This is an optimization exercise on Yosys and OpenROAD, whose aim is small area and a short achievable clock period, not a production implementation.
At most, simulation tests tie the RTL to the original design; equivalence was not proved.
No activity file was given, so power comes from the tool's default toggle rates.

==> v23 <==
// DataPath16BitCpu_Clean
module DataPath16BitCpu_Clean(Clk,Reset,Restart,Ins,Mem_Out,PC,A,ALU_Out,B,MemWrite);
==> module DataPath16BitCpu_Clean, before the edit <==
module DataPath16BitCpu_Clean(Clk,Reset,Restart,Ins,Mem_Out,PC,A,ALU_Out,B,MemWrite);
    input Clk;                           
    input Reset;                         
    input Restart;                       
    input [15:0] Ins;                    
    input [15:0] Mem_Out;                
    output [15:0] PC;                    
    output [15:0] A;                     
    output [15:0] ALU_Out;               
    output [15:0] B;                     
    output MemWrite;                     
    wire [3:0] op = Ins[15:12];
    wire [3:0] rs = Ins[11:8];
    wire [3:0] rt = Ins[7:4];
    wire [3:0] rd = Ins[3:0];
    wire [15:0] off = {{12{Ins[3]}}, Ins[3:0]};
    wire is_lw  = (op == 4'd8);
    wire is_sw  = (op == 4'd10);
    wire is_bne = (op == 4'd14);
    wire is_jmp = (op == 4'd15);
    wire is_r   = (op == 4'd0) | (op == 4'd1) | (op == 4'd2) | (op == 4'd6) | (op == 4'd7);
    wire we     = is_r | is_lw;
    wire [3:0] wa = op[3] ? rt : rd;     
    wire use_off = op[3] & ~op[2];       
    wire sub     = op[2];                
    assign MemWrite = is_sw;
    wire [15:0] C;                       
    wire [255:0] Rf;
    reg  [15:0] V;                       
    genvar i;
    generate
        for (i = 0; i < 16; i = i + 1) begin : rf
            reg [15:0] q;
            always @(posedge Clk)
                if (we && wa == i) q <= C;
            assign Rf[i*16 +: 16] = q;
        end
    endgenerate
    always @(posedge Clk or negedge Reset)
        if (~Reset) V <= 16'd0;
        else if (we) V <= V | (16'd1 << wa);
    assign A = Rf[rs*16 +: 16] & {16{V[rs]}};
    assign B = Rf[rt*16 +: 16] & {16{V[rt]}};
    wire [15:0] Y = use_off ? off : (B ^ {16{sub}});
    wire [15:0] sum = A + Y + {15'd0, sub};
    assign ALU_Out = sum;
    reg [15:0] res;
    always @(*)
        case (op[2:0])
            3'd0: res = A & B;
            3'd1: res = A | B;
            3'd7: res = {16{sum[15]}};
            default: res = sum;          
        endcase
    assign C = op[3] ? Mem_Out : res;
    reg [15:0] PCr;
    wire ne = |sum;                      
    wire [15:0] inc = (is_bne & ne) ? off + 16'd1 : 16'd1;
    wire [15:0] PC_Next = is_jmp ? Ins : PCr + inc;
    always @(posedge Clk or negedge Restart)
        if (~Restart) PCr <= 16'd0;
        else PCr <= PC_Next;
    assign PC = PCr;
endmodule
Settings: LEC_CHECK=0, ABC_CLOCK_PERIOD_IN_PS=2500, CAP_MARGIN=20, CORE_MARGIN=2, CORE_UTILIZATION=40, PLACE_DENSITY=0.6, SETUP_SLACK_MARGIN=5, SLEW_MARGIN=20; clock period 14.0 ns.
run.sh (not shown) runs the stock make flow with config.mk's settings and CLKGATE_MAP_FILE= SYNTH_SCRIPT=/design/flow/synth_recipe.tcl, a recipe that flattens the netlist after the stock synthesis.
==> v16: changes against v23 <==
--- a/flow/design.v
+++ b/flow/design.v
@@ -24,3 +24,2 @@
     wire [3:0] wa = op[3] ? rt : rd;     
-    wire use_off = op[3] & ~op[2];       
     wire sub     = op[2];                
@@ -42,7 +41,26 @@
         else if (we) V <= V | (16'd1 << wa);
-    assign A = Rf[rs*16 +: 16] & {16{V[rs]}};
-    assign B = Rf[rt*16 +: 16] & {16{V[rt]}};
-    wire [15:0] Y = use_off ? off : (B ^ {16{sub}});
-    wire [15:0] sum = A + Y + {15'd0, sub};
-    assign ALU_Out = sum;
+    wire [15:0] sA, sB;
+    generate
+        for (i = 0; i < 16; i = i + 1) begin : dec
+            assign sA[i] = (rs == i) & V[i];
+            assign sB[i] = (rt == i) & V[i];
+        end
+    endgenerate
+    RdMux16 rdA (.s(sA), .d(Rf), .y(A));
+    RdMux16 rdB (.s(sB), .d(Rf), .y(B));
+    wire [4:0] lo = {1'b0, A[3:0]} + {1'b0, Ins[3:0]};
+    wire c4 = lo[4];
+    wire incr = c4 & ~Ins[3];
+    wire decr = ~c4 & Ins[3];
+    wire [15:4] ones, zeros;             
+    assign ones[4] = 1'b1;
+    assign zeros[4] = 1'b1;
+    generate
+        for (i = 5; i < 16; i = i + 1) begin : pfx
+            assign ones[i]  = &A[i-1:4];
+            assign zeros[i] = ~|A[i-1:4];
+        end
+    endgenerate
+    assign ALU_Out = {A[15:4] ^ (({12{incr}} & ones) | ({12{decr}} & zeros)), lo[3:0]};
+    wire [15:0] sum = A + (B ^ {16{sub}}) + {15'd0, sub};
     reg [15:0] res;
@@ -65 +83,16 @@
 endmodule
+module RdMux16(s, d, y);
+    input [15:0] s;
+    input [255:0] d;
+    output [15:0] y;
+    genvar b, k;
+    generate
+        for (b = 0; b < 16; b = b + 1) begin : bit_
+            wire [7:0] p;
+            for (k = 0; k < 8; k = k + 1) begin : pair
+                assign p[k] = (s[2*k] & d[(2*k)*16 + b]) | (s[2*k+1] & d[(2*k+1)*16 + b]);
+            end
+            assign y[b] = (p[0] | p[1] | p[2] | p[3]) | (p[4] | p[5] | p[6] | p[7]);
+        end
+    endgenerate
+endmodule
--- a/flow/config.mk
+++ b/flow/config.mk
@@ -7,3 +7,2 @@
 export LEC_CHECK = 0
-export ABC_CLOCK_PERIOD_IN_PS = 2500
 export CAP_MARGIN = 20
==> qor summary <==
quantity                                                        v16                      v23
Mux share of post-synthesis cell area                       0.6669%                   24.33%
Clock Network Area Fraction                                  4.652%                   4.900%
Highest cell delay on the worst timing path                  580 ps                   500 ps
Signal buffers                                                  298                      217
Seq group                                                   1.13 mW                  1.07 mW
Detailed-route vias per instance                              6.559                    6.179
Final HPWL from detailed placement                        40,040 um                28,350 um
Number of stages on the worst setup path                         20                       16
Net load switching power                                  0.9541 mW                0.9954 mW
Top power group                                           registers      combinational logic
Non-clk buf share                                            14.03%                   11.58%
Clock period minus worst slack                              9544 ps                  9327 ps
Cell-internal power                                        1.912 mW                 2.101 mW
Run status                         no timing/DRC/antenna violations  no timing/DRC/antenna violations
Net Count, Synth                                              1,481                    1,087
Post-synthesis cell type count                                   84                       72
Crit-path slowest cell                       sky130_fd_sc_hd__or4_4  sky130_fd_sc_hd__mux4_2
Simple-Gate Fraction of Synth Area                           17.13%                   7.755%
Startpoint of the worst setup timing path                   Ins[10]                   Ins[4]
Cts bufs inserted                                                29                       30
Worst clock skew on the final layout                       15.25 ps                 19.64 ps
Only the layout flow was run in v16; the RTL was not checked for function there.

==> separate check: timing with driven ports <==
No port has a modelled driver above. Below, the same layouts with a new extraction and two added sets of constraints. Step 1 (the two cells are an assumption about what drives the block):
set clk [get_ports {Clk}]
set_driving_cell -lib_cell sky130_fd_sc_hd__clkbuf_16 $clk
set_driving_cell -lib_cell sky130_fd_sc_hd__buf_2 [delete_from_list [all_inputs] $clk]
Step 2 moves the port delays by t, midway between the first and last clock arrival at a register: inputs arrive t later, outputs are due t later. That takes back most of the time a late clock gives input paths. Three values: no drivers, after step 1, after step 2; two values: the first two.
| run | t (ns) | setup WS [ns] | worst setup path at the end | worst register clock-pin slew, ns |
|---|---|---|---|---|
| v23 | 0.621 | 4.673 / 4.436 / 4.249 | input to register | 0.07 / 0.07 |
| v16 | 0.635 | 4.456 / 4.250 / 3.885 | input to register | 0.07 / 0.07 |
After both steps every run listed still meets setup and hold. For v16, which loses most, drivers alone change the setup slack by -0.206 ns; drivers and shift together by -0.571 ns.
